This is an optimization exercise on Yosys and OpenROAD, whose aim is a short achievable clock period and few clock cycles, not a production implementation.
At most, simulation tests tie the RTL to the original design; equivalence was not proved.
Function not checked in runs 1, 2 and 4: the RTL went through the layout flow alone.
Power and IR drop assume default switching activity.

===== design.v =====
module ks_add16 (
	input [15:0] a,
	input [15:0] b,
	input cin,
	output [15:0] s,
	output cout
	);
	wire [15:0] p0 = a ^ b;
	wire [15:0] g0 = (a & b) | {15'b0, p0[0] & cin};
	wire [15:0] pp0 = {p0[15:1], 1'b0};
	wire [15:0] g1 = g0 | (pp0 & {g0[14:0], 1'b0});
	wire [15:0] p1 = pp0 & {pp0[14:0], 1'b0};
	wire [15:0] g2 = g1 | (p1 & {g1[13:0], 2'b0});
	wire [15:0] p2 = p1 & {p1[13:0], 2'b0};
	wire [15:0] g3 = g2 | (p2 & {g2[11:0], 4'b0});
	wire [15:0] p3 = p2 & {p2[11:0], 4'b0};
	wire [15:0] g4 = g3 | (p3 & {g3[7:0], 8'b0});
	assign s = p0 ^ {g4[14:0], cin};
	assign cout = g4[15];
endmodule
module ks_add8 (
	input [7:0] a,
	input [7:0] b,
	output [7:0] s,
	output cout
	);
	wire [7:0] p0 = a ^ b;
	wire [7:0] g0 = a & b;
	wire [7:0] g1 = g0 | (p0 & {g0[6:0], 1'b0});
	wire [7:0] p1 = p0 & {p0[6:0], 1'b0};
	wire [7:0] g2 = g1 | (p1 & {g1[5:0], 2'b0});
	wire [7:0] p2 = p1 & {p1[5:0], 2'b0};
	wire [7:0] g3 = g2 | (p2 & {g2[3:0], 4'b0});
	assign s = p0 ^ {g3[6:0], 1'b0};
	assign cout = g3[7];
endmodule
module ao4x16 (
	input s0, input [15:0] d0,
	input s1, input [15:0] d1,
	input s2, input [15:0] d2,
	input s3, input [15:0] d3,
	output [15:0] y
	);
	assign y = ({16{s0}} & d0) | ({16{s1}} & d1) | ({16{s2}} & d2) | ({16{s3}} & d3);
endmodule
module ao5x16 (
	input s0, input [15:0] d0,
	input s1, input [15:0] d1,
	input s2, input [15:0] d2,
	input s3, input [15:0] d3,
	input s4, input [15:0] d4,
	output [15:0] y
	);
	assign y = ({16{s0}} & d0) | ({16{s1}} & d1) | ({16{s2}} & d2) | ({16{s3}} & d3) |
	           ({16{s4}} & d4);
endmodule
module ftgt (
	input [7:0] lo,
	input c8,
	input [7:0] h0, input [7:0] h1,
	output [15:0] tgt
	);
	assign tgt = {c8 ? h1 : h0, lo};
endmodule
module ao8x16 (
	input [7:0] s,
	input [15:0] d0, input [15:0] d1, input [15:0] d2, input [15:0] d3,
	input [15:0] d4, input [15:0] d5, input [15:0] d6, input [15:0] d7,
	output [15:0] y
	);
	assign y = ({16{s[0]}} & d0) | ({16{s[1]}} & d1) | ({16{s[2]}} & d2) | ({16{s[3]}} & d3) |
	           ({16{s[4]}} & d4) | ({16{s[5]}} & d5) | ({16{s[6]}} & d6) | ({16{s[7]}} & d7);
endmodule
module add_sx8 (
	input [15:0] a,
	input [7:0] imm,
	output [15:0] s
	);
	wire [7:0] lo;
	wire c8;
	ks_add8 u_lo (.a(a[7:0]), .b(imm), .s(lo), .cout(c8));
	wire [7:0] hm1 = a[15:8] - 8'd1;
	wire [7:0] hp1 = a[15:8] + 8'd1;
	wire [7:0] hi = c8 ? (imm[7] ? a[15:8] : hp1) : (imm[7] ? hm1 : a[15:8]);
	assign s = {hi, lo};
endmodule
module wisc_proc (
	input clk,
	input rst,
	output [15:0] imem_addr,
	input [15:0] imem_rdata,
	output [15:0] dmem_addr,
	output [15:0] dmem_wdata,
	output dmem_en,
	output dmem_wr,
	input [15:0] dmem_rdata,
	output halt
	);
	localparam PRED = 1;
	localparam OP_HALT = 5'b00000, OP_NOP = 5'b00001;
	localparam OP_ADDI = 5'b01000, OP_SUBI = 5'b01001, OP_XORI = 5'b01010, OP_ANDNI = 5'b01011;
	localparam OP_ROLI = 5'b10100, OP_SLLI = 5'b10101, OP_RORI = 5'b10110, OP_SRLI = 5'b10111;
	localparam OP_ST = 5'b10000, OP_LD = 5'b10001, OP_STU = 5'b10011;
	localparam OP_BTR = 5'b11001, OP_ARI = 5'b11011, OP_SHR = 5'b11010;
	localparam OP_SEQ = 5'b11100, OP_SLT = 5'b11101, OP_SLE = 5'b11110, OP_SCO = 5'b11111;
	localparam OP_BEQZ = 5'b01100, OP_BNEZ = 5'b01101, OP_BLTZ = 5'b01110, OP_BGEZ = 5'b01111;
	localparam OP_LBI = 5'b11000, OP_SLBI = 5'b10010;
	localparam OP_J = 5'b00100, OP_JR = 5'b00101, OP_JAL = 5'b00110, OP_JALR = 5'b00111;
	reg [15:0] pc_f;
	reg        v_d;
	reg [15:0] ir_d, pcp2_d;
	reg        pred_d;
	reg        halted;
	reg        v_e;
	reg [15:0] a_e, b_e, sd_e;
	reg [2:0]  wr_e;
	reg        we_e, ld_e, st_e;
	reg        sub_e;                         
	reg        s_add, s_xor, s_andn, s_sh, s_btr, s_cmp, s_passb, s_slbi;
	reg [1:0]  shk_e;                         
	reg [1:0]  cmk_e;                         
	reg [15:0] dmem_addr_m, dmem_wdata_m;
	reg        en_m, wr_m_st;
	reg        ldv_m;
	reg [2:0]  wr_m;
	reg [15:0] rf0, rf1, rf2, rf3, rf4, rf5, rf6, rf7;
	function [15:0] rfread(input [2:0] s, input [15:0] r0, input [15:0] r1, input [15:0] r2,
		input [15:0] r3, input [15:0] r4, input [15:0] r5, input [15:0] r6, input [15:0] r7);
		case (s)
			3'd0: rfread = r0; 3'd1: rfread = r1; 3'd2: rfread = r2; 3'd3: rfread = r3;
			3'd4: rfread = r4; 3'd5: rfread = r5; 3'd6: rfread = r6; default: rfread = r7;
		endcase
	endfunction
	wire [16:0] sum_e;
	wire [15:0] dsub_e;
	ks_add16 u_add_e (.a(a_e), .b(b_e), .cin(1'b0), .s(sum_e[15:0]), .cout(sum_e[16]));
	wire ge_ba_e;                                  
	ks_add16 u_sub_e (.a(~a_e), .b(b_e), .cin(1'b1), .s(dsub_e), .cout(ge_ba_e));
	wire [3:0] sa = b_e[3:0];
	wire rgt = shk_e[1];
	wire [3:0] sl = sa & {4{~rgt}};
	wire [3:0] sr = sa & {4{rgt}};
	wire [15:0] r1 = ({16{sl[0]}} & {a_e[14:0], a_e[15]}) | ({16{sr[0]}} & {a_e[0], a_e[15:1]}) | ({16{~sa[0]}} & a_e);
	wire [15:0] r2 = ({16{sl[1]}} & {r1[13:0], r1[15:14]}) | ({16{sr[1]}} & {r1[1:0], r1[15:2]}) | ({16{~sa[1]}} & r1);
	wire [15:0] r4 = ({16{sl[2]}} & {r2[11:0], r2[15:12]}) | ({16{sr[2]}} & {r2[3:0], r2[15:4]}) | ({16{~sa[2]}} & r2);
	wire [15:0] r8 = sa[3] ? {r4[7:0], r4[15:8]} : r4;
	reg [15:0] shm;
	integer si;
	always @(*) begin
		for (si = 0; si < 16; si = si + 1)
			case (shk_e)
				2'd1: shm[si] = (si >= sa);
				2'd3: shm[si] = (si + sa <= 15);
				default: shm[si] = 1'b1;
			endcase
	end
	wire [15:0] sh_e = r8 & shm;
	wire eq_e = (a_e == b_e);
	wire sgn_d = a_e[15] ^ b_e[15];
	wire c_seq = cmk_e == 2'd0, c_slt = cmk_e == 2'd1, c_sle = cmk_e == 2'd2, c_sco = cmk_e == 2'd3;
	wire cm_early = (c_seq & eq_e) | ((c_slt | c_sle) & sgn_d & a_e[15]);
	wire k_ge = ~sgn_d & ((c_slt & ~eq_e) | c_sle);
	wire cm_late = (k_ge & ge_ba_e) | (c_sco & sum_e[16]);
	wire [15:0] btr_e;
	genvar gi;
	generate for (gi = 0; gi < 16; gi = gi + 1) begin : g_btr
		assign btr_e[gi] = a_e[15 - gi];
	end endgenerate
	wire [15:0] fast_e = s_slbi ? {a_e[7:0], b_e[7:0]} : b_e;
	wire [15:0] early_e =
		({16{s_xor}} & (a_e ^ b_e)) |
		({16{s_andn}} & (a_e & ~b_e)) |
		({16{s_sh}} & sh_e) |
		({16{s_btr}} & btr_e) |
		({16{s_passb | s_slbi}} & fast_e) |
		{15'b0, s_cmp & cm_early};
	wire [15:0] res_e;
	ao4x16 u_res (.s0(s_add), .d0(sum_e[15:0]), .s1(sub_e), .d1(dsub_e),
		.s2(s_cmp), .d2({15'b0, cm_late}), .s3(1'b1), .d3(early_e), .y(res_e));
	wire e_wr = v_e & we_e & ~ld_e;           
	wire e_fast = s_passb | s_slbi;
	wire [4:0] op = ir_d[15:11];
	wire [2:0] rs = ir_d[10:8];
	wire [2:0] rt = ir_d[7:5];
	wire [2:0] rdr = ir_d[4:2];
	wire [1:0] fn = ir_d[1:0];
	wire vd = v_d & ~halted & ~mis_e;           
	wire [15:0] sx5 = {{11{ir_d[4]}}, ir_d[4:0]};
	wire [15:0] zx5 = {11'b0, ir_d[4:0]};
	wire [15:0] sx8 = {{8{ir_d[7]}}, ir_d[7:0]};
	wire [15:0] zx8 = {8'b0, ir_d[7:0]};
	wire [15:0] sx11 = {{5{ir_d[10]}}, ir_d[10:0]};
	wire i_alui  = (op[4:2] == 3'b010);                   
	wire i_shi   = (op[4:2] == 3'b101);                   
	wire i_st    = (op == OP_ST) | (op == OP_STU);
	wire i_stu   = (op == OP_STU);
	wire i_ld    = (op == OP_LD);
	wire i_btr   = (op == OP_BTR);
	wire i_ari   = (op == OP_ARI);
	wire i_shr   = (op == OP_SHR);
	wire i_cmp   = (op[4:2] == 3'b111);
	wire i_br    = (op[4:2] == 3'b011);
	wire i_lbi   = (op == OP_LBI);
	wire i_slbi  = (op == OP_SLBI);
	wire i_j     = (op == OP_J) | (op == OP_JAL);
	wire i_jr    = (op == OP_JR) | (op == OP_JALR);
	wire i_link  = (op == OP_JAL) | (op == OP_JALR);
	wire i_halt  = (op == OP_HALT);
	wire use_rs = i_alui | i_shi | i_st | i_ld | i_btr | i_ari | i_shr | i_cmp | i_br | i_slbi | i_jr;
	wire use_rt = i_ari | i_shr | i_cmp | i_st;
	wire writes = i_alui | i_shi | i_ld | i_stu | i_btr | i_ari | i_shr | i_cmp | i_lbi | i_slbi | i_link;
	wire [2:0] dst = (i_alui | i_shi | i_ld) ? rt :
	                 (i_stu | i_lbi | i_slbi) ? rs :
	                 i_link ? 3'd7 : rdr;
	wire [15:0] rf_a = rfread(rs, rf0, rf1, rf2, rf3, rf4, rf5, rf6, rf7);
	wire [15:0] rf_b = rfread(rt, rf0, rf1, rf2, rf3, rf4, rf5, rf6, rf7);
	reg hit_ea, hit_eb, hit_ma, hit_mb, ldh_a, ldh_b;
	wire [15:0] fa, fb;
	ao4x16 u_fa (.s0(hit_ea), .d0(res_e), .s1(~hit_ea & hit_ma), .d1(dmem_rdata),
		.s2(~hit_ea & ~hit_ma), .d2(rf_a), .s3(1'b0), .d3(16'b0), .y(fa));
	ao4x16 u_fb (.s0(hit_eb), .d0(res_e), .s1(~hit_eb & hit_mb), .d1(dmem_rdata),
		.s2(~hit_eb & ~hit_mb), .d2(rf_b), .s3(1'b0), .d3(16'b0), .y(fb));
	wire stall_ld = (use_rs & ldh_a) | (use_rt & ldh_b);
	wire stall_jr = i_jr & ((hit_ea & ~e_fast) | hit_ma);
	wire stall = vd & (stall_ld | stall_jr);
	wire zadd_e = ((a_e ^ b_e) == {a_e[14:0] | b_e[14:0], 1'b0});      
	wire e_zq = s_add | sub_e | s_xor;             
	wire ze_e = s_add ? zadd_e : eq_e;             
	wire br_late = (hit_ea & ~e_fast & ~(e_zq & ~op[1])) | (~hit_ea & hit_ma);
	wire [7:0] rz = {rf7 == 16'b0, rf6 == 16'b0, rf5 == 16'b0, rf4 == 16'b0,
	                 rf3 == 16'b0, rf2 == 16'b0, rf1 == 16'b0, rf0 == 16'b0};
	wire [7:0] rn = {rf7[15], rf6[15], rf5[15], rf4[15], rf3[15], rf2[15], rf1[15], rf0[15]};
	wire fe_zero = (fast_e == 16'b0);
	wire a_zero = hit_ea ? (e_zq ? ze_e : fe_zero) : rz[rs];
	wire a_neg = hit_ea ? fast_e[15] : rn[rs];
	reg br_taken;
	always @(*) begin
		case (op[1:0])
			2'b00: br_taken = a_zero;
			2'b01: br_taken = ~a_zero;
			2'b10: br_taken = a_neg;
			default: br_taken = ~a_neg;
		endcase
	end
	reg        br_e, bpred_e;
	reg [1:0]  bop_e;
	reg [15:0] btgt_e, bfall_e;
	wire ae_zero = (a_e == 16'b0);
	reg btaken_e;
	always @(*) begin
		case (bop_e)
			2'b00: btaken_e = ae_zero;
			2'b01: btaken_e = ~ae_zero;
			2'b10: btaken_e = a_e[15];
			default: btaken_e = ~a_e[15];
		endcase
	end
	wire mis_e = v_e & br_e & (btaken_e != bpred_e);
	wire [15:0] mis_pc = btaken_e ? btgt_e : bfall_e;
	wire [15:0] tgt_pc, tgt_jr_rf, tgt_jr_e;
	ks_add16 u_add_pc (.a(pcp2_d), .b(i_j ? sx11 : sx8), .cin(1'b0), .s(tgt_pc), .cout());
	wire [15:0] jt0, jt1, jt2, jt3, jt4, jt5, jt6, jt7;
	add_sx8 u_jt0 (.a(rf0), .imm(ir_d[7:0]), .s(jt0));
	add_sx8 u_jt1 (.a(rf1), .imm(ir_d[7:0]), .s(jt1));
	add_sx8 u_jt2 (.a(rf2), .imm(ir_d[7:0]), .s(jt2));
	add_sx8 u_jt3 (.a(rf3), .imm(ir_d[7:0]), .s(jt3));
	add_sx8 u_jt4 (.a(rf4), .imm(ir_d[7:0]), .s(jt4));
	add_sx8 u_jt5 (.a(rf5), .imm(ir_d[7:0]), .s(jt5));
	add_sx8 u_jt6 (.a(rf6), .imm(ir_d[7:0]), .s(jt6));
	add_sx8 u_jt7 (.a(rf7), .imm(ir_d[7:0]), .s(jt7));
	ao8x16 u_jtsel (.s(8'b1 << rs), .d0(jt0), .d1(jt1), .d2(jt2), .d3(jt3), .d4(jt4), .d5(jt5),
		.d6(jt6), .d7(jt7), .y(tgt_jr_rf));
	add_sx8 u_add_je (.a(fast_e), .imm(ir_d[7:0]), .s(tgt_jr_e));
	wire br_off = |ir_d[7:0];
	wire br_now = i_br & br_off & ~br_late;
	wire redir_t = (br_now & br_taken & ~pred_d) | (i_j & ~pred_d) | i_jr;    
	wire redir_n = br_now & ~br_taken & pred_d;                              
	wire redirect = vd & ~stall & (redir_t | redir_n);
	wire imm_s5 = i_alui & ~op[1] | i_st | i_ld;      
	wire use_b = i_ari | i_shr | i_cmp;
	wire [15:0] imm_d =
	                  imm_s5 ? sx5 :
	                  i_lbi ? sx8 :
	                  i_slbi ? zx8 :
	                  i_link ? pcp2_d : zx5;
	wire [15:0] b_d;
	ao4x16 u_bd (.s0(use_b & hit_eb), .d0(res_e), .s1(use_b & ~hit_eb & hit_mb), .d1(dmem_rdata),
		.s2(use_b & ~hit_eb & ~hit_mb), .d2(rf_b), .s3(~use_b), .d3(imm_d), .y(b_d));
	wire [15:0] pcp2_f = pc_f + 16'd2;
	wire [4:0] fop = imem_rdata[15:11];
	wire f_j = (fop == OP_J) | (fop == OP_JAL);
	wire f_bb = (fop[4:2] == 3'b011) & (imem_rdata[7] | fop[0]);
	wire f_short = (imem_rdata[10:8] == {3{imem_rdata[7]}});
	wire f_pred = (PRED != 0) & ((f_j & f_short) | f_bb);
	wire [8:0] f_lo;
	ks_add8 u_add_f (.a(pcp2_f[7:0]), .b(imem_rdata[7:0]), .s(f_lo[7:0]), .cout(f_lo[8]));
	wire [7:0] ph = pcp2_f[15:8];
	wire [7:0] ph_m1 = ph - 8'd1, ph_p1 = ph + 8'd1;
	wire [15:0] f_tgt;
	wire [7:0] f_h0 = imem_rdata[7] ? ph_m1 : ph;
	wire [7:0] f_h1 = imem_rdata[7] ? ph : ph_p1;
	ftgt u_ftgt (.lo(f_lo[7:0]), .c8(f_lo[8]), .h0(f_h0), .h1(f_h1), .tgt(f_tgt));
	wire sel_mis = ~rst & mis_e;
	wire sel_red = ~rst & redirect;               
	wire sel_hold = ~rst & stall;                 
	wire quiet = ~rst & ~mis_e & ~redirect & ~stall;
	wire sel_f = quiet & f_pred;
	wire sel_seq = quiet & ~f_pred;
	wire [7:0] pc_sel = {sel_seq, sel_hold, sel_mis, sel_f,
	                     sel_red & ~i_jr & ~redir_n, sel_red & ~i_jr & redir_n,
	                     sel_red & i_jr & ~hit_ea, sel_red & i_jr & hit_ea};
	wire [15:0] pc_next;
	ao8x16 u_pcn (.s(pc_sel), .d0(tgt_jr_e), .d1(tgt_jr_rf), .d2(pcp2_d), .d3(tgt_pc),
		.d4(f_tgt), .d5(mis_pc), .d6(pc_f), .d7(pcp2_f), .y(pc_next));
	always @(posedge clk)
		pc_f <= pc_next;
	always @(posedge clk) begin
		if (rst) begin
			v_d <= 1'b0;
			pred_d <= 1'b0;
		end else if (mis_e | redirect) begin
			v_d <= 1'b0;
			pred_d <= 1'b0;
		end else if (!stall) begin
			v_d <= 1'b1;
			pred_d <= f_pred;
		end
	end
	always @(posedge clk) begin
		if (!stall) begin
			ir_d <= imem_rdata;
			pcp2_d <= pcp2_f;
		end
	end
	always @(posedge clk) begin
		if (rst)
			halted <= 1'b0;
		else if (vd & i_halt)
			halted <= 1'b1;
	end
	assign halt = halted;
	wire [2:0] rs_n = stall ? rs : imem_rdata[10:8];
	wire [2:0] rt_n = stall ? rt : imem_rdata[7:5];
	wire go_e = vd & ~stall;
	wire ew_n = go_e & writes & ~i_ld;
	wire el_n = go_e & i_ld;
	wire ml_n = v_e & ld_e;
	always @(posedge clk) begin
		if (rst) begin
			hit_ea <= 1'b0; hit_eb <= 1'b0; hit_ma <= 1'b0; hit_mb <= 1'b0;
			ldh_a <= 1'b0; ldh_b <= 1'b0;
		end else begin
			hit_ea <= ew_n & (dst == rs_n);
			hit_eb <= ew_n & (dst == rt_n);
			ldh_a <= el_n & (dst == rs_n);
			ldh_b <= el_n & (dst == rt_n);
			hit_ma <= ml_n & (wr_e == rs_n);
			hit_mb <= ml_n & (wr_e == rt_n);
		end
	end
	always @(posedge clk) begin
		if (rst)
			v_e <= 1'b0;
		else
			v_e <= vd & ~stall;
	end
	always @(posedge clk) begin
		a_e <= fa;
		b_e <= b_d;
		sd_e <= fb;
		wr_e <= dst;
		we_e <= writes;
		ld_e <= i_ld;
		st_e <= i_st;
		sub_e <= (op == OP_SUBI) | (i_ari & (fn == 2'b01));
		s_add <= (op == OP_ADDI) | (i_ari & (fn == 2'b00)) | i_st | i_ld;
		s_xor <= (op == OP_XORI) | (i_ari & (fn == 2'b10));
		s_andn <= (op == OP_ANDNI) | (i_ari & (fn == 2'b11));
		s_sh <= i_shi | i_shr;
		shk_e <= i_shi ? op[1:0] : fn;
		s_btr <= i_btr;
		s_cmp <= i_cmp;
		cmk_e <= op[1:0];
		s_passb <= i_lbi | i_link;
		br_e <= i_br & br_off & br_late;
		bpred_e <= pred_d;
		bop_e <= op[1:0];
		btgt_e <= tgt_pc;
		bfall_e <= pcp2_d;
		s_slbi <= i_slbi;
	end
	always @(posedge clk) begin
		if (rst) begin
			en_m <= 1'b0;
			wr_m_st <= 1'b0;
			ldv_m <= 1'b0;
		end else begin
			en_m <= v_e & (ld_e | st_e);
			wr_m_st <= v_e & st_e;
			ldv_m <= v_e & ld_e;
		end
	end
	always @(posedge clk) begin
		dmem_addr_m <= sum_e[15:0];
		dmem_wdata_m <= sd_e;
		wr_m <= wr_e;
	end
	assign imem_addr = pc_f;
	assign dmem_addr = dmem_addr_m;
	assign dmem_wdata = dmem_wdata_m;
	assign dmem_en = en_m;
	assign dmem_wr = wr_m_st;
	wire [7:0] we_dec_e = e_wr ? (8'b1 << wr_e) : 8'b0;
	wire [7:0] we_dec_m = ldv_m ? (8'b1 << wr_m) : 8'b0;
	wire [7:0] rsel_e = {8{~rst}} & we_dec_e;
	wire [7:0] rsel_m = {8{~rst}} & ~we_dec_e & we_dec_m;
	wire [7:0] rsel_h = {8{~rst}} & ~we_dec_e & ~we_dec_m;
	wire [15:0] rd0, rd1, rd2, rd3, rd4, rd5, rd6, rd7;
	ao4x16 u_rw0 (.s0(rsel_e[0]), .d0(res_e), .s1(rsel_m[0]), .d1(dmem_rdata), .s2(rsel_h[0]), .d2(rf0), .s3(1'b0), .d3(16'b0), .y(rd0));
	ao4x16 u_rw1 (.s0(rsel_e[1]), .d0(res_e), .s1(rsel_m[1]), .d1(dmem_rdata), .s2(rsel_h[1]), .d2(rf1), .s3(1'b0), .d3(16'b0), .y(rd1));
	ao4x16 u_rw2 (.s0(rsel_e[2]), .d0(res_e), .s1(rsel_m[2]), .d1(dmem_rdata), .s2(rsel_h[2]), .d2(rf2), .s3(1'b0), .d3(16'b0), .y(rd2));
	ao4x16 u_rw3 (.s0(rsel_e[3]), .d0(res_e), .s1(rsel_m[3]), .d1(dmem_rdata), .s2(rsel_h[3]), .d2(rf3), .s3(1'b0), .d3(16'b0), .y(rd3));
	ao4x16 u_rw4 (.s0(rsel_e[4]), .d0(res_e), .s1(rsel_m[4]), .d1(dmem_rdata), .s2(rsel_h[4]), .d2(rf4), .s3(1'b0), .d3(16'b0), .y(rd4));
	ao4x16 u_rw5 (.s0(rsel_e[5]), .d0(res_e), .s1(rsel_m[5]), .d1(dmem_rdata), .s2(rsel_h[5]), .d2(rf5), .s3(1'b0), .d3(16'b0), .y(rd5));
	ao4x16 u_rw6 (.s0(rsel_e[6]), .d0(res_e), .s1(rsel_m[6]), .d1(dmem_rdata), .s2(rsel_h[6]), .d2(rf6), .s3(1'b0), .d3(16'b0), .y(rd6));
	ao4x16 u_rw7 (.s0(rsel_e[7]), .d0(res_e), .s1(rsel_m[7]), .d1(dmem_rdata), .s2(rsel_h[7]), .d2(rf7), .s3(1'b0), .d3(16'b0), .y(rd7));
	always @(posedge clk) begin
		rf0 <= rd0; rf1 <= rd1; rf2 <= rd2; rf3 <= rd3;
		rf4 <= rd4; rf5 <= rd5; rf6 <= rd6; rf7 <= rd7;
	end
endmodule

===== flow/run.sh =====
#!/bin/bash
# Standard layout, with timing repair aimed well below the design's
# clock period (the constraints are unchanged; only the repair target).
set -euo pipefail
MARGIN=${MARGIN:-7.3}
bash standard.sh SETUP_SLACK_MARGIN=$MARGIN TNS_END_PERCENT=100 finish > standard.log 2>&1

===== standard.sh =====
#!/bin/bash
# synth_recipe.tcl (not shown) runs the flow's synth.tcl, then flattens the netlist and writes it again
# the make line also repeats each setting of config.mk as NAME=value (left out here)
make -C /OpenROAD-flow-scripts/flow DESIGN_CONFIG=/design/flow/config.mk WORK_HOME=/design/flow/orfs CLKGATE_MAP_FILE= SYNTH_SCRIPT=/design/flow/synth_recipe.tcl "${@:-finish}"

===== config.mk =====
export PLATFORM = sky130hd
export DESIGN_NAME = wisc_proc
export DESIGN_NICKNAME = wisc_proc
export VERILOG_FILES = /design/flow/design.v
export SDC_FILE = /design/flow/constraint.sdc
export NUM_CORES = 4
export LEC_CHECK = 0
export CAP_MARGIN = 40
export CORE_MARGIN = 2
export CORE_UTILIZATION = 40
export PLACE_DENSITY = 0.6
export SETUP_SLACK_MARGIN = 5
export SLEW_MARGIN = 40
export SYNTH_HIERARCHICAL = 1
export SYNTH_MINIMUM_KEEP_SIZE = 0
export TNS_END_PERCENT = 100

===== constraint.sdc =====
create_clock -name core_clock -period 10.5 [get_ports {clk}]
set_input_delay 2.1000 -clock core_clock [delete_from_list [all_inputs] [get_ports {clk}]]
set_output_delay 2.1000 -clock core_clock [all_outputs]
set_load 0.01 [all_outputs]

==> qor.yml, run 1 <==
power:
  power.density_nw_per_um2: 148
  ir_drop_mv: 0.103
  power_mw: 5.72
  p_leak_nw: 15.3
grt:
  grt_max_degree: 67
  grt_pass1_vias: 28600
  antenna_found_initial: 2
  grt_pass1_wl_um: 189000
  grt_usage_pct: 31.6
  grt_overflow_total: 0
final_layout:
  design_area_um2: 38700
  syn2layout_area_growth_pct: 24.6
  fillCellCount: 7268
  nets: 4108
  drive_above_1_share_pct: 31.7
detailed_routing:
  vias: 31100
  drt_iter0_markers: 3747
  wl_per_cell_um: 27.4
  drcViolationCount: 0
  highest_layer: "met4"
  wirelength_met1_um: 53700
  wl_met2_um: 57500
  drt_first_pass_iters: 8
  finalWirelength_um: 135000
  final_antenna_net_count: 0
  via_per_inst: 6.31
  wl_met3_um: 15500
critical_path:
  crit_type: "flop to flop"
  r2r_cells: 17
  slowest_delay_ps: 550
  r2r_start: "ir_d[0]"
  r2r_slack_ps: 6520
  start_kind: "flop"
  path_cells: "buf_12 > buf_12 > ha_4 > inv_2 > fa_2 > nor2b_4 > o21ai_2 > a21oi_2 > a211oi_2 > a21oi_4 > or4b_4 > o32ai_2 > xor2_1 > a22oi_2 > nand4_1 > a22oi_2 > nand4_1"
  worstSetupStartpoint: "ir_d[0]"
  endpoint_kind: "flop"
  arrival_ps: 4460
  required_ps: 10980
  rr_endpoint: "pc_f[13]"
  path_max_fanout: 6
  critPathSlowestCell: "or4b_4"
clock_network:
  cts-buffers-inserted: 41
  cts.sinks: 325
  htreeDepth: 2
  ctsHoldBuffers: 0
  root_buffer: "clkbuf_16"
  cts.reportedPaths.clkPinSlew_ps: 60
  clock_path_buffers: 3
  cts_tree: "yes"
  clkLatencyLatePin_ps: 620
floorplan:
  die_x_um: 282
  rows: 102
  initial_core_util_pct: 40.2
  ios: 85
  core_area_um2: 77100
  fp.dieH_um: 282
  dieArea_um2: 79800
timing:
  min_period_ps: 3980
  max_freq_mhz: 251
  final_hold_viol_count: 0
  slew_headroom_pct: 30.7
  fin_setup_tns_ps: 0
  worstMarginPinSlew_ps: 1040
  grt_setup_unrepaired: "yes"
  skew_ps: 28.8
  min_period_over_period_pct: 37.9
  setup_viol: 0
  final_max_slew_viol_count: 0
synth:
  avgSynthCellArea_um2: 8.87
  syn_area_um2: 31000
  synth_warnings: 7
  syn-instance-count: 3498
min_path:
  worstHoldPathCells: 0
  worstHoldEndpoint: "dmem_wdata_m[1]"
  hold_start: "sd_e[1]"
  hp-class: "flop to flop"
place:
  placed_area_um2: 32500
  place_hpwl_um: 91200
  gp_congestion: 1.02
  port_buffers: 84
run_status:
  outcome: "finished clean"
flow_run:
  cap_violations: 0
final cells by class:
type	instances	area (um2)	share of cell area, %
Antenna cell	3	7.51	0.0194
Clock buffer	53	1140	2.95
Clock inverter	21	260	0.673
Inverter	178	716	1.85
Multi-Input combinational cell	2933	24400	63.2
Sequential cell	325	7000	18.1
Tap cell	1040	1300	3.37
Timing Repair Buffer	381	3790	9.81
where the power goes:
part / leakage, nW / internal (mW) / total [mW] / switching, mW
sequential: 2.84 / 1.43 / 1.69 / 0.256
clock: 0.675 / 0.854 / 1.50 / 0.647
combinational: 11.8 / 1.06 / 2.53 / 1.47
through the flow:
stage / setup slack, ps / util [%] / hold slack [ps] / instances
4_1_cts: 6610 / 47.5 / 327 / 4843
6_report: 6520 / 50.2 / 324 / 4934
3_3_place_gp: 5190 / 42.1 / 310 / 4615
5_1_grt: 6470 / 50.1 / 338 / 4931
3_5_place_dp: 5400 / 42.2 / 312 / 4619
2_1_floorplan: 6510 / - / 310 / 3685
worst max-delay path by stage:
| stage | cells past startpoint | to | slack [ps] |
|---|---|---|---|
| after detailed placement | 9 | pc_f[5] | 5400 |
| after floorplan | 12 | pc_f[14] | 6510 |
| final | 17 | pc_f[13] | 6520 |
| after CTS | 17 | pc_f[13] | 6610 |
| after global routing | 17 | pc_f[13] | 6470 |
| after global placement | 9 | pc_f[5] | 5190 |
layout by cell type (no fill, tap or decap), types with 34 or more instances in the layout:
master,count
xor2_1,88
nand2_1,340
dfxtp_4,40
nor4_1,43
nand3_1,40
mux2i_1,83
dfxtp_1,238
conb_1,189
clkbuf_16,44
ha_1,168
nor2_1,159
nor2b_1,37
a21oi_2,34
buf_2,41
o21ai_0,63
a22oi_2,279
o22ai_1,34
mux2_2,60
nand4_1,74
inv_1,154
buf_6,54
nand3b_1,38
xnor2_1,121
o211ai_1,34
a21oi_1,100
buf_4,208
buf_12,35
a22oi_1,249
worst max-delay path: cells and delay by family (launching register included):
kind | cells | cell delay (ps)
fa+ha+maj | 2 | 380
simple gates | 4 | 1140
compound gates | 7 | 1430
flops | 1 | 410
xor+xnor | 1 | 110
buf+inv | 3 | 360
per-layer routing:
layer | up-vias | track usage, %
li1 | 13800 | -
met1 | 15000 | 41.6
met2 | 1878 | 48.4
met3 | 438 | 6.43
met4 | 0 | 16.9
met5 | - | 0
timing repair:
| item | in CTS | in global routing |
|---|---|---|
| gates cloned | 13 | 11 |
| setup buffers | 137 | 77 |
| setup endpoints to repair | 251 | 199 |
| resized for setup | 583 | 249 |
| pin swaps | 101 | 192 |
==> run 2: changes to the inputs <==
--- a/design.v
+++ b/design.v
@@ -86,2 +86,26 @@
 endmodule
+module ao2x16 (
+	input s0, input [15:0] d0,
+	input s1, input [15:0] d1,
+	output [15:0] y
+	);
+	assign y = ({16{s0}} & d0) | ({16{s1}} & d1);
+endmodule
+module ao3x16 (
+	input s0, input [15:0] d0,
+	input s1, input [15:0] d1,
+	input s2, input [15:0] d2,
+	output [15:0] y
+	);
+	assign y = ({16{s0}} & d0) | ({16{s1}} & d1) | ({16{s2}} & d2);
+endmodule
+module ao3o1x16 (
+	input s0, input [15:0] d0,
+	input s1, input [15:0] d1,
+	input s2, input [15:0] d2,
+	input [15:0] d3,
+	output [15:0] y
+	);
+	assign y = ({16{s0}} & d0) | ({16{s1}} & d1) | ({16{s2}} & d2) | d3;
+endmodule
 module wisc_proc (
@@ -177,4 +201,4 @@
 	wire [15:0] res_e;
-	ao4x16 u_res (.s0(s_add), .d0(sum_e[15:0]), .s1(sub_e), .d1(dsub_e),
-		.s2(s_cmp), .d2({15'b0, cm_late}), .s3(1'b1), .d3(early_e), .y(res_e));
+	ao3o1x16 u_res (.s0(s_add), .d0(sum_e[15:0]), .s1(sub_e), .d1(dsub_e),
+		.s2(s_cmp), .d2({15'b0, cm_late}), .d3(early_e), .y(res_e));
 	wire e_wr = v_e & we_e & ~ld_e;           
@@ -218,6 +242,6 @@
 	wire [15:0] fa, fb;
-	ao4x16 u_fa (.s0(hit_ea), .d0(res_e), .s1(~hit_ea & hit_ma), .d1(dmem_rdata),
-		.s2(~hit_ea & ~hit_ma), .d2(rf_a), .s3(1'b0), .d3(16'b0), .y(fa));
-	ao4x16 u_fb (.s0(hit_eb), .d0(res_e), .s1(~hit_eb & hit_mb), .d1(dmem_rdata),
-		.s2(~hit_eb & ~hit_mb), .d2(rf_b), .s3(1'b0), .d3(16'b0), .y(fb));
+	ao3x16 u_fa (.s0(hit_ea), .d0(res_e), .s1(~hit_ea & hit_ma), .d1(dmem_rdata),
+		.s2(~hit_ea & ~hit_ma), .d2(rf_a),  .y(fa));
+	ao3x16 u_fb (.s0(hit_eb), .d0(res_e), .s1(~hit_eb & hit_mb), .d1(dmem_rdata),
+		.s2(~hit_eb & ~hit_mb), .d2(rf_b),  .y(fb));
 	wire stall_ld = (use_rs & ldh_a) | (use_rt & ldh_b);
@@ -328,7 +352,8 @@
 	end
+	wire [15:0] ir_n, pcp2_n;
+	ao2x16 u_irn (.s0(~stall), .d0(imem_rdata), .s1(stall), .d1(ir_d), .y(ir_n));
+	ao2x16 u_pcp2n (.s0(~stall), .d0(pcp2_f), .s1(stall), .d1(pcp2_d), .y(pcp2_n));
 	always @(posedge clk) begin
-		if (!stall) begin
-			ir_d <= imem_rdata;
-			pcp2_d <= pcp2_f;
-		end
+		ir_d <= ir_n;
+		pcp2_d <= pcp2_n;
 	end
@@ -418,10 +443,10 @@
 	wire [15:0] rd0, rd1, rd2, rd3, rd4, rd5, rd6, rd7;
-	ao4x16 u_rw0 (.s0(rsel_e[0]), .d0(res_e), .s1(rsel_m[0]), .d1(dmem_rdata), .s2(rsel_h[0]), .d2(rf0), .s3(1'b0), .d3(16'b0), .y(rd0));
-	ao4x16 u_rw1 (.s0(rsel_e[1]), .d0(res_e), .s1(rsel_m[1]), .d1(dmem_rdata), .s2(rsel_h[1]), .d2(rf1), .s3(1'b0), .d3(16'b0), .y(rd1));
-	ao4x16 u_rw2 (.s0(rsel_e[2]), .d0(res_e), .s1(rsel_m[2]), .d1(dmem_rdata), .s2(rsel_h[2]), .d2(rf2), .s3(1'b0), .d3(16'b0), .y(rd2));
-	ao4x16 u_rw3 (.s0(rsel_e[3]), .d0(res_e), .s1(rsel_m[3]), .d1(dmem_rdata), .s2(rsel_h[3]), .d2(rf3), .s3(1'b0), .d3(16'b0), .y(rd3));
-	ao4x16 u_rw4 (.s0(rsel_e[4]), .d0(res_e), .s1(rsel_m[4]), .d1(dmem_rdata), .s2(rsel_h[4]), .d2(rf4), .s3(1'b0), .d3(16'b0), .y(rd4));
-	ao4x16 u_rw5 (.s0(rsel_e[5]), .d0(res_e), .s1(rsel_m[5]), .d1(dmem_rdata), .s2(rsel_h[5]), .d2(rf5), .s3(1'b0), .d3(16'b0), .y(rd5));
-	ao4x16 u_rw6 (.s0(rsel_e[6]), .d0(res_e), .s1(rsel_m[6]), .d1(dmem_rdata), .s2(rsel_h[6]), .d2(rf6), .s3(1'b0), .d3(16'b0), .y(rd6));
-	ao4x16 u_rw7 (.s0(rsel_e[7]), .d0(res_e), .s1(rsel_m[7]), .d1(dmem_rdata), .s2(rsel_h[7]), .d2(rf7), .s3(1'b0), .d3(16'b0), .y(rd7));
+	ao3x16 u_rw0 (.s0(rsel_e[0]), .d0(res_e), .s1(rsel_m[0]), .d1(dmem_rdata), .s2(rsel_h[0]), .d2(rf0),  .y(rd0));
+	ao3x16 u_rw1 (.s0(rsel_e[1]), .d0(res_e), .s1(rsel_m[1]), .d1(dmem_rdata), .s2(rsel_h[1]), .d2(rf1),  .y(rd1));
+	ao3x16 u_rw2 (.s0(rsel_e[2]), .d0(res_e), .s1(rsel_m[2]), .d1(dmem_rdata), .s2(rsel_h[2]), .d2(rf2),  .y(rd2));
+	ao3x16 u_rw3 (.s0(rsel_e[3]), .d0(res_e), .s1(rsel_m[3]), .d1(dmem_rdata), .s2(rsel_h[3]), .d2(rf3),  .y(rd3));
+	ao3x16 u_rw4 (.s0(rsel_e[4]), .d0(res_e), .s1(rsel_m[4]), .d1(dmem_rdata), .s2(rsel_h[4]), .d2(rf4),  .y(rd4));
+	ao3x16 u_rw5 (.s0(rsel_e[5]), .d0(res_e), .s1(rsel_m[5]), .d1(dmem_rdata), .s2(rsel_h[5]), .d2(rf5),  .y(rd5));
+	ao3x16 u_rw6 (.s0(rsel_e[6]), .d0(res_e), .s1(rsel_m[6]), .d1(dmem_rdata), .s2(rsel_h[6]), .d2(rf6),  .y(rd6));
+	ao3x16 u_rw7 (.s0(rsel_e[7]), .d0(res_e), .s1(rsel_m[7]), .d1(dmem_rdata), .s2(rsel_h[7]), .d2(rf7),  .y(rd7));
 	always @(posedge clk) begin
==> qor.yml, run 2 <==
run_status:
  outcome: "finished clean"  # unchanged
final_layout:
  mostFrequentLayoutCell: "inv_1"  # was nand2_1
  seq_area_um2: 6700  # was 7000 um2
  design_area_um2: 36500  # was 38700 um2
  syn2layout_area_growth_pct: 27.5  # was 24.6%
  mostFrequentLayoutCells: "319 x inv_1, 248 x dfxtp_1, 226 x buf_4, 180 x nand2_1, 177 x a222oi_1"  # was 340 x nand2_1, 279 x a22oi_2, 249 x a22oi_1, 238 x dfxtp_1, 208 x buf_4
  multi_input_area_um2: 21700  # was 24400 um2
  drive_above_1_share_pct: 31.1  # was 31.7%
  fillCellCount: 6476  # was 7268
  nets: 3825  # was 4108
power:
  comb_power_share_pct: 34.9  # was 44.2%
  seqPwrFrac_pct: 30.2  # was 29.5%
  power.internal_mw: 3.03  # was 3.35 mW
  swShare_pct: 36.7  # was 41.5%
  p_leak_nw: 15.5  # was 15.3 nW
  pwr-share-clk_pct: 34.8  # was 26.2%
  ir_drop_mv: 0.125  # was 0.103 mV
  switchingPower_mw: 1.76  # was 2.37 mW
  power.density_nw_per_um2: 131  # was 148 nW/um2
clock_network:
  cts.reportedPaths.clkPinSlew_ps: 60  # about the same
  cts_tree: "yes"  # unchanged
  root_buffer: "clkbuf_16"  # unchanged
  clkLatencyLatePin_ps: 630  # was 620 ps
  cts-buffers-inserted: 42  # was 41
  ctsHoldBuffers: 0  # unchanged
  cts.sinks: 325  # unchanged
  htreeDepth: 2  # unchanged
  clock_path_buffers: 3  # unchanged
timing:
  slew_headroom_pct: 38.0  # was 30.7%
  worstMarginPinSlew_ps: 926  # was 1040 ps
  final_hold_viol_count: 0  # unchanged
  setup_viol: 0  # unchanged
  max_freq_mhz: 261  # was 251 MHz
  min_period_ps: 3830  # was 3980 ps
  fin_setup_tns_ps: 0  # unchanged
  skew_ps: 66.1  # was 28.8 ps
  final_max_slew_viol_count: 0  # unchanged
  fin_hold_ws_ps: 322  # was 324 ps
  grt_setup_unrepaired: "yes"  # unchanged
  min_period_over_period_pct: 36.5  # was 37.9%
critical_path:
  endpoint_kind: "flop"  # unchanged
  path_cells: "buf_12 > ha_1 > or3_1 > a211oi_2 > a21oi_4 > or4b_4 > o32ai_2 > xor2_1 > a22oi_2 > nand4_1 > a22oi_2 > nand4_1"  # was buf_12 > buf_12 > ha_4 > inv_2 > fa_2 > nor2b_4 > o21ai_2 > a21oi_2 > a211oi_2 > a21oi_4 > or4b_4 > o32ai_2 > xor2_1 > a22oi_2 > nand4_1 > a22oi_2 > nand4_1
  arrival_ps: 4320  # was 4460 ps
  crit_type: "flop to flop"  # unchanged
  required_ps: 10990  # was 10980 ps
  start_kind: "flop"  # unchanged
  slowest_delay_ps: 570  # was 550 ps
  critPathSlowestCell: "or4b_4"  # unchanged
  path_max_fanout: 14  # was 6
place:
  placed_area_um2: 30100  # was 32500 um2
  port_buffers: 84  # unchanged
  place_hpwl_um: 86900  # was 91200 um
  gp_congestion: 1.03  # was 1.02
detailed_routing:
  final_antenna_net_count: 0  # unchanged
  drcViolationCount: 0  # unchanged
  via_per_inst: 6.65  # was 6.31
  drt_iter0_markers: 5136  # was 3747
  finalWirelength_um: 132000  # was 135000 um
  wl_per_cell_um: 28.9  # was 27.4 um
  vias: 30400  # was 31100
  drt_first_pass_iters: 13  # was 8
synth:
  avgSynthCellArea_um2: 8.63  # was 8.87 um2
  syn_area_um2: 28600  # was 31000 um2
  synth_warnings: 7  # unchanged
  syn-instance-count: 3319  # was 3498
floorplan:
  core_area_um2: 71200  # was 77100 um2
  fp.dieH_um: 272  # was 282 um
  die_x_um: 272  # was 282 um
  dieArea_um2: 73800  # was 79800 um2
  rows: 98  # was 102
  initial_core_util_pct: 40.2  # about the same
  ios: 85  # unchanged
grt:
  grt_pass1_wl_um: 183000  # was 189000 um
  antenna_found_initial: 2  # unchanged
  grt_pass1_vias: 27200  # was 28600
  grt_max_degree: 80  # was 67
  grt_usage_pct: 32.8  # was 31.6%
  grt_overflow_total: 0  # unchanged
min_path:
  hp-class: "flop to flop"  # unchanged
flow_run:
  cap_violations: 0  # unchanged
[run 2: changes by cell type in the layout (fill, tap and decap cells not counted), moves of 32 or more]
cell,change
nand2_1,-160
edfxtp_1,-32
a22oi_1,-147
inv_1,+165
a22oi_2,-195
conb_1,-171
a222oi_1,+161
[run 2: final timing paths]
| kind | start | end | slack [ps] | cells past startpoint |
|---|---|---|---|---|
| setup reg to reg | ir_d[5] | pc_f[13] | 6670 | 12 |
| setup / recovery | ir_d[5] | pc_f[13] | 6670 | 12 |
| hold / removal | sd_e[13] | dmem_wdata_m[13] | 320 | 0 |
| hold reg to reg | sd_e[13] | dmem_wdata_m[13] | 320 | 0 |
[run 2: critical path, delay by kind of cell, from the launching register on]
kind / cells / cell delay [ps]
flip-flops: 1 / 400
XOR/XNOR: 1 / 120
adder cells (fa/ha/maj): 1 / 240
AO/OA/AOI/OAI: 5 / 1230
AND/OR/NAND/NOR: 4 / 1500
buffers and inverters: 1 / 190
[run 2: final cells by class]
type | instances | share of cell area [%]
Multi-Input combinational cell | 2461 | 59.5
Sequential cell | 325 | 18.3
Timing Repair Buffer | 404 | 11.0
Inverter | 341 | 3.64
Tap cell | 950 | 3.25
Clock buffer | 54 | 3.25
Clock inverter | 22 | 1.06
Timing Repair inverter | 2 | 0.0343
Antenna cell | 2 | 0.0137
[run 2: metal layers]
metal  global-route usage [%]  wire (um)
met1                     44.1      52300
met2                     48.0      55000
met3                     7.09      16000
met4                     19.2       8620
met5                        0         16
[run 2: metrics by stage]
step | setup slack (ps) | power, mW | std cells | util [%]
detailed placement | 5380 | 2.68 | 4220 | 42.2
global route | 6660 | 4.92 | 4559 | 51.3
global placement | 5200 | 2.67 | 4213 | 42.0
CTS | 6810 | 4.54 | 4449 | 48.5
floorplan | 6510 | 2.27 | 3335 | -
finish | 6670 | 4.79 | 4561 | 51.3
[run 2: repair_timing]
| item | CTS | global route |
|---|---|---|
| endpoints found under the hold margin | 0 | 0 |
| gates resized for setup | 646 | 234 |
| pin swaps | 143 | 261 |
| buffers inserted | 135 | 100 |
| setup endpoints to repair | 284 | 211 |
| gates cloned | 18 | 8 |
[run 2: power groups by stage]
stage / sequential [mW] / clock (mW) / combinational (mW)
final: 1.45 / 1.67 / 1.67
after global routing: 1.45 / 1.73 / 1.74
after CTS: 1.44 / 1.68 / 1.42
after detailed placement: 1.47 / 0 / 1.21
after global placement: 1.47 / 0 / 1.20
after floorplan: 1.43 / 0 / 0.840
==> run 3: changes to the inputs <==
--- a/design.v
+++ b/design.v
@@ -110,2 +110,11 @@
 endmodule
+module ao6x16 (
+	input [5:0] s,
+	input [15:0] d0, input [15:0] d1, input [15:0] d2,
+	input [15:0] d3, input [15:0] d4, input [15:0] d5,
+	output [15:0] y
+	);
+	assign y = ({16{s[0]}} & d0) | ({16{s[1]}} & d1) | ({16{s[2]}} & d2) | ({16{s[3]}} & d3) |
+	           ({16{s[4]}} & d4) | ({16{s[5]}} & d5);
+endmodule
 module wisc_proc (
@@ -247,4 +256,3 @@
 	wire stall_ld = (use_rs & ldh_a) | (use_rt & ldh_b);
-	wire stall_jr = i_jr & ((hit_ea & ~e_fast) | hit_ma);
-	wire stall = vd & (stall_ld | stall_jr);
+	wire stall = vd & stall_ld;
 	wire zadd_e = ((a_e ^ b_e) == {a_e[14:0] | b_e[14:0], 1'b0});      
@@ -281,21 +289,14 @@
 	end
-	wire mis_e = v_e & br_e & (btaken_e != bpred_e);
-	wire [15:0] mis_pc = btaken_e ? btgt_e : bfall_e;
-	wire [15:0] tgt_pc, tgt_jr_rf, tgt_jr_e;
+	reg        jr_e;
+	wire [15:0] jrt_e;
+	add_sx8 u_add_jr (.a(a_e), .imm(btgt_e[7:0]), .s(jrt_e));
+	wire mis_e = v_e & ((br_e & (btaken_e != bpred_e)) | jr_e);
+	wire [15:0] mis_pc;
+	ao3x16 u_mispc (.s0(jr_e), .d0(jrt_e), .s1(~jr_e & btaken_e), .d1(btgt_e),
+		.s2(~jr_e & ~btaken_e), .d2(bfall_e), .y(mis_pc));
+	wire [15:0] tgt_pc;
 	ks_add16 u_add_pc (.a(pcp2_d), .b(i_j ? sx11 : sx8), .cin(1'b0), .s(tgt_pc), .cout());
-	wire [15:0] jt0, jt1, jt2, jt3, jt4, jt5, jt6, jt7;
-	add_sx8 u_jt0 (.a(rf0), .imm(ir_d[7:0]), .s(jt0));
-	add_sx8 u_jt1 (.a(rf1), .imm(ir_d[7:0]), .s(jt1));
-	add_sx8 u_jt2 (.a(rf2), .imm(ir_d[7:0]), .s(jt2));
-	add_sx8 u_jt3 (.a(rf3), .imm(ir_d[7:0]), .s(jt3));
-	add_sx8 u_jt4 (.a(rf4), .imm(ir_d[7:0]), .s(jt4));
-	add_sx8 u_jt5 (.a(rf5), .imm(ir_d[7:0]), .s(jt5));
-	add_sx8 u_jt6 (.a(rf6), .imm(ir_d[7:0]), .s(jt6));
-	add_sx8 u_jt7 (.a(rf7), .imm(ir_d[7:0]), .s(jt7));
-	ao8x16 u_jtsel (.s(8'b1 << rs), .d0(jt0), .d1(jt1), .d2(jt2), .d3(jt3), .d4(jt4), .d5(jt5),
-		.d6(jt6), .d7(jt7), .y(tgt_jr_rf));
-	add_sx8 u_add_je (.a(fast_e), .imm(ir_d[7:0]), .s(tgt_jr_e));
 	wire br_off = |ir_d[7:0];
 	wire br_now = i_br & br_off & ~br_late;
-	wire redir_t = (br_now & br_taken & ~pred_d) | (i_j & ~pred_d) | i_jr;    
+	wire redir_t = (br_now & br_taken & ~pred_d) | (i_j & ~pred_d);    
 	wire redir_n = br_now & ~br_taken & pred_d;                              
@@ -332,8 +333,7 @@
 	wire sel_seq = quiet & ~f_pred;
-	wire [7:0] pc_sel = {sel_seq, sel_hold, sel_mis, sel_f,
-	                     sel_red & ~i_jr & ~redir_n, sel_red & ~i_jr & redir_n,
-	                     sel_red & i_jr & ~hit_ea, sel_red & i_jr & hit_ea};
+	wire [5:0] pc_sel = {sel_seq, sel_hold, sel_mis, sel_f,
+	                     sel_red & ~redir_n, sel_red & redir_n};
 	wire [15:0] pc_next;
-	ao8x16 u_pcn (.s(pc_sel), .d0(tgt_jr_e), .d1(tgt_jr_rf), .d2(pcp2_d), .d3(tgt_pc),
-		.d4(f_tgt), .d5(mis_pc), .d6(pc_f), .d7(pcp2_f), .y(pc_next));
+	ao6x16 u_pcn (.s(pc_sel), .d0(pcp2_d), .d1(tgt_pc),
+		.d2(f_tgt), .d3(mis_pc), .d4(pc_f), .d5(pcp2_f), .y(pc_next));
 	always @(posedge clk)
@@ -412,3 +412,4 @@
 		bop_e <= op[1:0];
-		btgt_e <= tgt_pc;
+		btgt_e <= i_jr ? sx8 : tgt_pc;
+		jr_e <= i_jr;
 		bfall_e <= pcp2_d;
==> qor.yml, run 3 <==
run_status:
  outcome: "finished clean"  # unchanged
power:
  p_leak_nw: 12.8  # was 15.5 nW
  ir_drop_mv: 0.0992  # was 0.125 mV
  power.density_nw_per_um2: 153  # was 131 nW/um2
timing:
  min_period_ps: 3600  # was 3830 ps
  final_hold_viol_count: 0  # unchanged
  worstMarginPinSlew_ps: 887  # was 926 ps
  fin_hold_ws_ps: 326  # was 322 ps
  setup_viol: 0  # unchanged
  slew_headroom_pct: 40.6  # was 38.0%
  max_freq_mhz: 278  # was 261 MHz
  final_max_slew_viol_count: 0  # unchanged
  fin_setup_tns_ps: 0  # unchanged
  min_period_over_period_pct: 34.3  # was 36.5%
  skew_ps: 42.4  # was 66.1 ps
  grt_setup_unrepaired: "yes"  # unchanged
clock_network:
  root_buffer: "clkbuf_16"  # unchanged
  cts-buffers-inserted: 41  # was 42
  clock_path_buffers: 3  # unchanged
  cts.sinks: 326  # was 325
  cts_tree: "yes"  # unchanged
  clkLatencyLatePin_ps: 570  # was 630 ps
  cts.reportedPaths.clkPinSlew_ps: 60  # about the same
  htreeDepth: 2  # unchanged
  ctsHoldBuffers: 0  # unchanged
place:
  place_hpwl_um: 67600  # was 86900 um
  port_buffers: 84  # unchanged
  gp_congestion: 0.982  # was 1.03
detailed_routing:
  wl_per_cell_um: 28.4  # was 28.9 um
  drt_first_pass_iters: 12  # was 13
  drt_iter0_markers: 3790  # was 5136
  finalWirelength_um: 103000  # was 132000 um
  via_per_inst: 6.65  # about the same
  vias: 24000  # was 30400
  drcViolationCount: 0  # unchanged
  final_antenna_net_count: 0  # unchanged
critical_path:
  arrival_ps: 4020  # was 4320 ps
  required_ps: 10920  # was 10990 ps
  path_max_fanout: 8  # was 14
  endpoint_kind: "flop"  # unchanged
  r2r_slack_ps: 6950  # was 6670 ps
  crit_type: "primary input to flop"  # was flop to flop
  start_kind: "primary input"  # was flop
final_layout:
  fillCellCount: 5145  # was 6476
  multi_input_area_um2: 16100  # was 21700 um2
  antenna_cells: 0  # was 2
  post-route-util_pct: 52.4  # was 51.3%
  nets: 2982  # was 3825
  seq_area_um2: 6660  # was 6700 um2
  mostFrequentLayoutCells: "275 x dfxtp_1, 270 x inv_1, 192 x a222oi_1, 169 x nand2_1, 148 x buf_4"  # was 319 x inv_1, 248 x dfxtp_1, 226 x buf_4, 180 x nand2_1, 177 x a222oi_1
  syn2layout_area_growth_pct: 29.5  # was 27.5%
  drive_above_1_share_pct: 30.5  # was 31.1%
  mostFrequentLayoutCell: "dfxtp_1"  # was inv_1
floorplan:
  core_area_um2: 56500  # was 71200 um2
  fp.dieH_um: 243  # was 272 um
  die_x_um: 243  # was 272 um
  dieArea_um2: 59100  # was 73800 um2
  initial_core_util_pct: 40.5  # was 40.2%
  ios: 85  # unchanged
  rows: 87  # was 98
grt:
  antenna_found_initial: 0  # was 2
  grt_overflow_total: 0  # unchanged
  grt_pass1_wl_um: 148000  # was 183000 um
  grt_max_degree: 62  # was 80
  grt_pass1_vias: 22500  # was 27200
  grt_usage_pct: 32.7  # was 32.8%
synth:
  syn_area_um2: 22900  # was 28600 um2
  synth_warnings: 7  # unchanged
  syn-instance-count: 2616  # was 3319
  avgSynthCellArea_um2: 8.74  # was 8.63 um2
min_path:
  hp-class: "flop to flop"  # unchanged
flow_run:
  cap_violations: 0  # unchanged
-- run 3: worst max-delay path: stages --
cell	delay, ps
dlygate4sd2_1	300
ha_2	230
or3_1	360
a211oi_2	240
a21oi_4	60
buf_12	160
mux2_4	300
a22oi_2	160
nand3_1	100
-- run 3: repair_timing --
| action | in CTS | in global routing |
|---|---|---|
| endpoints found under the hold margin | 0 | 0 |
| setup buffers | 122 | 39 |
| pin swaps | 129 | 196 |
| endpoints found under the setup margin | 256 | 206 |
| gates resized for setup | 604 | 170 |
| gates cloned | 18 | 5 |
-- run 3: worst paths after layout --
check,startpoint,to,cells after the start
max,imem_rdata[5],pc_f[14],9
min,sd_e[14],dmem_wdata_m[14],0
max reg2reg,b_e[0],sd_e[12],17
min reg2reg,sd_e[14],dmem_wdata_m[14],0
-- run 3: final cells by class --
type	instances	area share, %
clock inverter	18	0.993
sequential	326	22.5
multi-input combinational	1840	54.4
timing repair buffer	325	11.1
inverter	294	3.89
clock buffer	56	3.86
tap	756	3.20
-- run 3: layer usage --
metal / share of wire, % / global-route usage, % / up-vias
li1: - / - / 10400
met1: 40 / 44.6 / 11800
met2: 43 / 49.7 / 1544
met3: 11 / 6.36 / 292
met4: 5.2 / 14.9 / 0
met5: 0 / 0 / -
-- run 3: through the flow --
stage,power (mW),cell area [um2],std cells,setup WS [ps]
after CTS,4.39,28400,3568,6950
final,4.54,29600,3615,6900
after floorplan,2.24,23100,2632,6530
after global placement,2.60,24100,3351,5200
after global routing,4.70,29600,3615,6850
after detailed placement,2.62,24200,3354,5520
-- run 3: report_power, final --
| part | total, mW | internal [mW] | switching (mW) | leakage (nW) |
|---|---|---|---|---|
| sequential | 1.44 | 1.34 | 0.102 | 2.70 |
| clock | 1.52 | 0.940 | 0.580 | 0.702 |
| combinational | 1.58 | 0.674 | 0.906 | 9.45 |
Testbench counts of run 3, summed over its fixed seeds: cycles 37,052.
==> run 4: changes to the inputs <==
--- a/design.v
+++ b/design.v
@@ -119,2 +119,10 @@
 endmodule
+module mux2x6 (
+	input t,
+	input [5:0] a1,
+	input [5:0] a0,
+	output [5:0] y
+	);
+	assign y = t ? a1 : a0;
+endmodule
 module wisc_proc (
@@ -333,4 +341,14 @@
 	wire sel_seq = quiet & ~f_pred;
-	wire [5:0] pc_sel = {sel_seq, sel_hold, sel_mis, sel_f,
-	                     sel_red & ~redir_n, sel_red & redir_n};
+	function [5:0] pcsel(input t);
+		reg rt, rn, rd, qt;
+		begin
+			rt = (br_now & t & ~pred_d) | (i_j & ~pred_d);
+			rn = br_now & ~t & pred_d;
+			rd = ~rst & vd & ~stall & (rt | rn);
+			qt = ~rst & ~mis_e & ~rd & ~stall;
+			pcsel = {qt & ~f_pred, sel_hold, sel_mis, qt & f_pred, rd & ~rn, rd & rn};
+		end
+	endfunction
+	wire [5:0] pc_sel;
+	mux2x6 u_psel (.t(br_taken), .a1(pcsel(1'b1)), .a0(pcsel(1'b0)), .y(pc_sel));
 	wire [15:0] pc_next;
==> qor.yml, run 4 <==
timing:
  max_freq_mhz: 275  # was 278 MHz
  worstMarginPinSlew_ps: 1240  # was 887 ps
  grt_setup_unrepaired: "yes"  # unchanged
  min_period_over_period_pct: 34.6  # was 34.3%
  fin_setup_tns_ps: 0  # unchanged
  final_hold_viol_count: 0  # unchanged
  skew_ps: 19.5  # was 42.4 ps
  slew_headroom_pct: 17.3  # was 40.6%
  min_period_ps: 3630  # was 3600 ps
  setup_viol: 0  # unchanged
  final_max_slew_viol_count: 0  # unchanged
detailed_routing:
  final_antenna_net_count: 0  # unchanged
  drt_first_pass_iters: 10  # was 12
  wl_per_cell_um: 27.3  # was 28.4 um
  vias: 24400  # was 24000
  via_per_inst: 6.57  # was 6.65
  drcViolationCount: 0  # unchanged
  finalWirelength_um: 101000  # was 103000 um
  drt_iter0_markers: 4067  # was 3790
critical_path:
  critPathSlowestCell: "or3_1"  # unchanged
  slowest_delay_ps: 390  # was 360 ps
  crit_type: "primary input to flop"  # unchanged
  path_cells: "dlygate4sd2_1 > ha_1 > or3_1 > a211oi_2 > a21oi_2 > buf_6 > mux2_4 > a22oi_2 > nand3_1"  # was dlygate4sd2_1 > ha_2 > or3_1 > a211oi_2 > a21oi_4 > buf_12 > mux2_4 > a22oi_2 > nand3_1
  path_max_fanout: 8  # unchanged
  required_ps: 10960  # was 10920 ps
  start_kind: "primary input"  # unchanged
  endpoint_kind: "flop"  # unchanged
  crit_buf_inv: 2  # unchanged
  crit_family: "compound AO/OA/AOI/OAI gates"  # was buffers and inverters
  arrival_ps: 4090  # was 4020 ps
floorplan:
  fp.dieH_um: 245  # was 243 um
  dieArea_um2: 59800  # was 59100 um2
  ios: 85  # unchanged
  core_area_um2: 57500  # was 56500 um2
  rows: 88  # was 87
  die_x_um: 245  # was 243 um
  initial_core_util_pct: 40.3  # was 40.5%
final_layout:
  drive_above_1_share_pct: 31.9  # was 30.5%
  mostFrequentLayoutCells: "273 x inv_1, 270 x dfxtp_1, 190 x a222oi_1, 184 x nand2_1, 172 x buf_4"  # was 275 x dfxtp_1, 270 x inv_1, 192 x a222oi_1, 169 x nand2_1, 148 x buf_4
  mostFrequentLayoutCell: "inv_1"  # was dfxtp_1
  nets: 3070  # was 2982
  syn2layout_area_growth_pct: 30.5  # was 29.5%
  design_area_um2: 30200  # was 29600 um2
grt:
  grt_usage_pct: 31.8  # was 32.7%
  grt_pass1_vias: 22600  # was 22500
  grt_overflow_total: 0  # unchanged
  grt_pass1_wl_um: 146000  # was 148000 um
  grt_max_degree: 58  # was 62
  antenna_found_initial: 3  # was 0
clock_network:
  ctsHoldBuffers: 0  # unchanged
  clock_path_buffers: 3  # unchanged
  cts.reportedPaths.clkPinSlew_ps: 60  # about the same
  cts_tree: "yes"  # unchanged
  cts.sinks: 326  # unchanged
  clkLatencyLatePin_ps: 590  # was 570 ps
  cts-buffers-inserted: 40  # was 41
  htreeDepth: 2  # unchanged
  root_buffer: "clkbuf_16"  # unchanged
place:
  placed_area_um2: 24400  # was 24200 um2
  gp_congestion: 0.968  # was 0.982
  place_hpwl_um: 66400  # was 67600 um
  port_buffers: 84  # unchanged
run_status:
  outcome: "finished clean"  # unchanged
power:
  ir_drop_mv: 0.109  # was 0.0992 mV
  swShare_pct: 39.1  # was 35.0%
  switchingPower_mw: 2.05  # was 1.59 mW
  power.internal_mw: 3.19  # was 2.95 mW
  power_mw: 5.24  # was 4.54 mW
  seqPwrFrac_pct: 30.3  # was 31.7%
  comb_power_share_pct: 41.9  # was 34.8%
  power.density_nw_per_um2: 173  # was 153 nW/um2
  pwr-share-clk_pct: 27.8  # was 33.5%
  p_leak_nw: 13.0  # was 12.8 nW
synth:
  syn-instance-count: 2682  # was 2616
  avgSynthCellArea_um2: 8.63  # was 8.74 um2
  syn_area_um2: 23200  # was 22900 um2
  synth_warnings: 7  # unchanged
min_path:
  hp-class: "flop to flop"  # unchanged
flow_run:
  cap_violations: 0  # unchanged
run 4: per-stage QoR:
step | cells | hold WS [ps] | utilization (%) | setup WS (ps)
floorplan | 2699 | 310 | - | 6530
global placement | 3387 | 313 | 42.3 | 5610
detailed placement | 3391 | 319 | 42.4 | 5650
CTS | 3618 | 328 | 49.4 | 6930
global route | 3708 | 335 | 52.6 | 6750
finish | 3709 | 325 | 52.6 | 6870
run 4: area by class of cell:
cell class	count	area, um2
timing repair inverter	1	5.00
timing repair buffer	346	3370
fill	5256	27200
clock buffer	56	1200
inverter	293	1150
antenna	3	7.51
clock inverter	17	183
tap	765	957
multi-input combinational	1902	16700
sequential	326	6660
run 4: worst reg2reg max path, delay by kind of cell, from the launching register on:
kind                       cells  cell delay [ps]
AOI/OAI and AO/OA              7             1610
adders and majority gates      1              400
buffers and inverters          2              560
DFF                            1              460
and+or+nand+nor                3              330
run 4: per-layer routing:
layer	share of wire [%]	GRT usage (%)	vias to the layer above
li1	-	-	10600
met1	40	43.3	11800
met2	43	48.6	1609
met3	12	6.93	300
met4	4.8	12.9	2
met5	0.062	0.817	-
run 4: path summary, 6_finish.rpt:
check | start | to | slack (ps) | cells after the start
setup / recovery | imem_rdata[6] | pc_f[11] | 6870 | 9
hold / removal | sd_e[8] | dmem_wdata_m[8] | 330 | 0
setup reg to reg | b_e[3] | sd_e[0] | 6980 | 13
hold reg to reg | sd_e[8] | dmem_wdata_m[8] | 330 | 0
run 4: power groups by stage:
stage | combinational [mW] | clock (mW) | sequential (mW)
after floorplan | 1.21 | 0 | 1.53
after global placement | 1.63 | 0 | 1.61
after detailed placement | 1.64 | 0 | 1.61
after CTS | 1.93 | 1.47 | 1.58
after global routing | 2.32 | 1.53 | 1.60
final | 2.19 | 1.46 | 1.59
run 4: timing repair:
action | CTS | global route
pin swaps | 91 | 199
cloned | 24 | 8
gates resized for setup | 576 | 223
buffers inserted | 130 | 77
setup endpoints to repair | 288 | 197
endpoints found under the hold margin | 0 | 0

## separate check: timing with driven ports
Ports are ideal in the flow. The routed layouts listed here were re-timed in OpenROAD. Step 1, drivers: a clkbuf_16 drives clk and a buf_2 each remaining input, both assumed. Step 2 also shifts input and output timing later by t, the mid clock arrival at the registers, as if the neighbouring blocks saw the same clock. Slacks: ideal / step 1 / step 2; pairs: ideal / step 1.
run	t, ns	slack for setup (ns)	latest minus earliest clock arrival (ns)	worst register clock-pin slew, ns	cell pins on the clock port's net
run 1	0.669	6.522 / 6.522 / 6.292	0.032 / 0.032	0.07 / 0.07	1
run 2	0.656	6.667 / 6.667 / 6.337	0.067 / 0.066	0.07 / 0.07	1
run 3	0.617	6.899 / 6.911 / 6.293	0.043 / 0.043	0.07 / 0.07	1
run 4	0.647	6.866 / 6.886 / 6.239	0.020 / 0.020	0.07 / 0.07	1
After both steps every run listed still meets setup and hold. For run 4, which loses most, drivers alone change the setup slack by +0.020 ns; drivers and shift together by -0.627 ns.
